From an optimization exercise on the open Yosys and OpenROAD flow, aimed at small area and a short achievable clock period; shortcuts taken in it are not production practice. In this exercise RTL edits were held to simulation tests only and were not proved equivalent to the original. Power and IR drop assume default switching activity.

MS:
// Top
module Top (
    input         enable,
    input  [31:0] addr,
    input  [31:0] w_data,
    input  [1:0]  htrans,
    input  [2:0]  hsize,
    input         hwrite,
    input  [2:0]  hburst,
    input         Master_ready,
    input         Slave_ready,
    input         HCLK,
    input         HRESETn,
    input  [1:0]  hselx,
    output [31:0] data_out
    );
Size in the first run: ~7300 cells after synthesis, ~110 I/O pins, about 0.11 mm2 of cells after synthesis.
==> flow/config.mk <==
export PLATFORM = sky130hd
export DESIGN_NAME = Top
export DESIGN_NICKNAME = Top
export VERILOG_FILES = /design/flow/design.v
export SDC_FILE = /design/flow/constraint.sdc
export NUM_CORES = 4
export LEC_CHECK = 0
export CAP_MARGIN = 20
export CORE_MARGIN = 2
export CORE_UTILIZATION = 45
export CTS_CLUSTER_DIAMETER = 60
export CTS_CLUSTER_SIZE = 24
export PLACE_DENSITY = 0.6
export SETUP_SLACK_MARGIN = 3.5
export SLEW_MARGIN = 20
==> flow/constraint.sdc <==
create_clock -name core_clock -period 8.0 [get_ports {HCLK}]
set_input_delay 1.6000 -clock core_clock [delete_from_list [all_inputs] [get_ports {HCLK}]]
set_output_delay 1.6000 -clock core_clock [all_outputs]
set_load 0.01 [all_outputs]
standard.sh (not shown) runs the stock make flow with config.mk's settings and CLKGATE_MAP_FILE= SYNTH_SCRIPT=/design/flow/synth_recipe.tcl, a recipe that flattens the netlist after the stock synthesis.
==> flow/flow/run.sh <==
#!/bin/bash
set -euo pipefail
export SYNTH_KEEP_MODULES="Multiplexor"
export BUFFER_PORTS_ARGS="-buffer_cell sky130_fd_sc_hd__buf_4"
bash standard.sh > standard.log 2>&1
MS did not stop at any stage, and its layout met the timing, DRC and antenna checks.
For TR, these inputs were changed with respect to MS:
diff --git a/flow/design.v b/flow/design.v
--- a/flow/design.v
+++ b/flow/design.v
@@ -68,16 +68,18 @@
             st_w <= 1'b0;
             st_r <= 1'b0;
         end else begin
             st_w <= nw;
             st_r <= nr;
         end
     end
-    always @(posedge HCLK)
-        data_out_q <= data_out;
+    always @(posedge HCLK or negedge HRESETn) begin
+        if (!HRESETn) data_out_q <= 32'd0;
+        else          data_out_q <= data_out;
+    end
     always @(posedge HCLK or negedge HRESETn) begin
         if (!HRESETn) begin
             wd_c <= 32'd0;
             wd_d <= 32'd0;
         end else if (HREADY) begin
             wd_c <= w_data;
             wd_d <= wd_c;
@@ -221,26 +223,21 @@
         mem_rd = rconst ? {20'b0, SLAVE, 6'b0, idx_next} : 32'd0;
         for (i = 0; i < 16; i = i + 1)
             mem_rd = mem_rd | ({32{rsel[i]}} & mem[32*i +: 32]);
         if (bypass)
             mem_rd = WDATA;
     end
     reg [31:0] buf1;
-    reg        b1v;
-    always @(posedge HCLK) begin
-        if (HREADY)
-            buf1 <= mem_rd;
-    end
     always @(posedge HCLK or negedge HRESETn) begin
         if (!HRESETn) begin
-            b1v  <= 1'b0;
+            buf1 <= 32'd0;
             buf2 <= 32'd0;
         end else if (HREADY) begin
-            b1v  <= 1'b1;
-            buf2 <= {32{b1v}} & buf1;
+            buf1 <= mem_rd;
+            buf2 <= buf1;
         end
     end
     always @(*) begin
         case (state)
             IDLE:
                 next_state = !HREADY ? IDLE : HWRITE ? WRITE : READ;
             WRITE, READ:
@@ -268,22 +265,22 @@
         endcase
     end
     always @(posedge HCLK or negedge HRESETn) begin
         if (!HRESETn) begin
             state     <= IDLE;
             busy_flag <= 1'b0;
             resp_q    <= 1'b0;
+            rdata_q   <= 32'd0;
         end else begin
             state     <= next_state;
             busy_flag <= (state == BUSY);
             resp_q    <= HRESP;
+            rdata_q   <= HRDATA;
         end
     end
-    always @(posedge HCLK)
-        rdata_q <= HRDATA;
     wire n_idle = (next_state == IDLE) || (next_state > ERROR);
     wire n_b1   = (next_state == READ) & ~gt16_next & (state != BUSY);
     wire n_b2   = (next_state == BUSY) & (state != BUSY);
     reg  e_b1, e_b2, e_q, e_w;
     always @(posedge HCLK or negedge HRESETn) begin
         if (!HRESETn) begin
             e_b1 <= 1'b0;
==> comparison <==
- Summary of TR over MS: ratio of total power to cell area climbed 4.0 mW/mm2, routed length on met3 climbed 11%.
- Changes observed in TR relative to MS: flop and latch count out of synthesis flat, worst setup slack after placement up 0.75 ns, area of the multi-input gates climbed 0.0023 mm2.
- | total internal power | TR vs MS | ≈ equal |
- Relative to MS, buffer and inverter count on the worst path has decreased by 3 in TR.
- Utilization MS -> TR: down
- Sum of routed wire length over all layers of TR exceeds that of MS by a few percent.
- MS has a higher final critical-path required period than TR.
- NOTE: die boundary width in TR exceeds that of MS
- The higher combinational share of power came out of TR.
- Looking at TR and MS, the clock latency on the worst-skew pair is a wash.
- On TR: power is 2.0% higher than what MS gave.

## separate check: timing with driven ports
No port has a modelled driver above. Below, the same layouts with a new extraction and two added sets of constraints. Step 1 (the two cells are an assumption about what drives the block):
set clk [get_ports {HCLK}]
set_driving_cell -lib_cell sky130_fd_sc_hd__clkbuf_16 $clk
set_driving_cell -lib_cell sky130_fd_sc_hd__buf_2 [delete_from_list [all_inputs] $clk]
Step 2 times the ports against the registers' clock, not the clock port: input delays grow and output delays shrink by t, the midpoint of the rising clock arrivals with the driver on. a / b / c = ideal ports / drivers / drivers and shift; a / b = the first two.
| run | t, ns | setup WS [ns] | latest minus earliest clock arrival (ns) | worst register clock-pin slew, ns |
|---|---|---|---|---|
| MS | 0.964 | 3.296 / 2.928 / 2.563 | 0.052 / 0.053 | 0.10 / 0.10 |
| TR | 0.942 | 3.318 / 3.228 / 2.396 | 0.069 / 0.069 | 0.10 / 0.10 |
After both steps every run listed still meets setup and hold. The setup slack of TR, which loses most, moves by -0.090 ns with the drivers and by -0.922 ns with both steps.
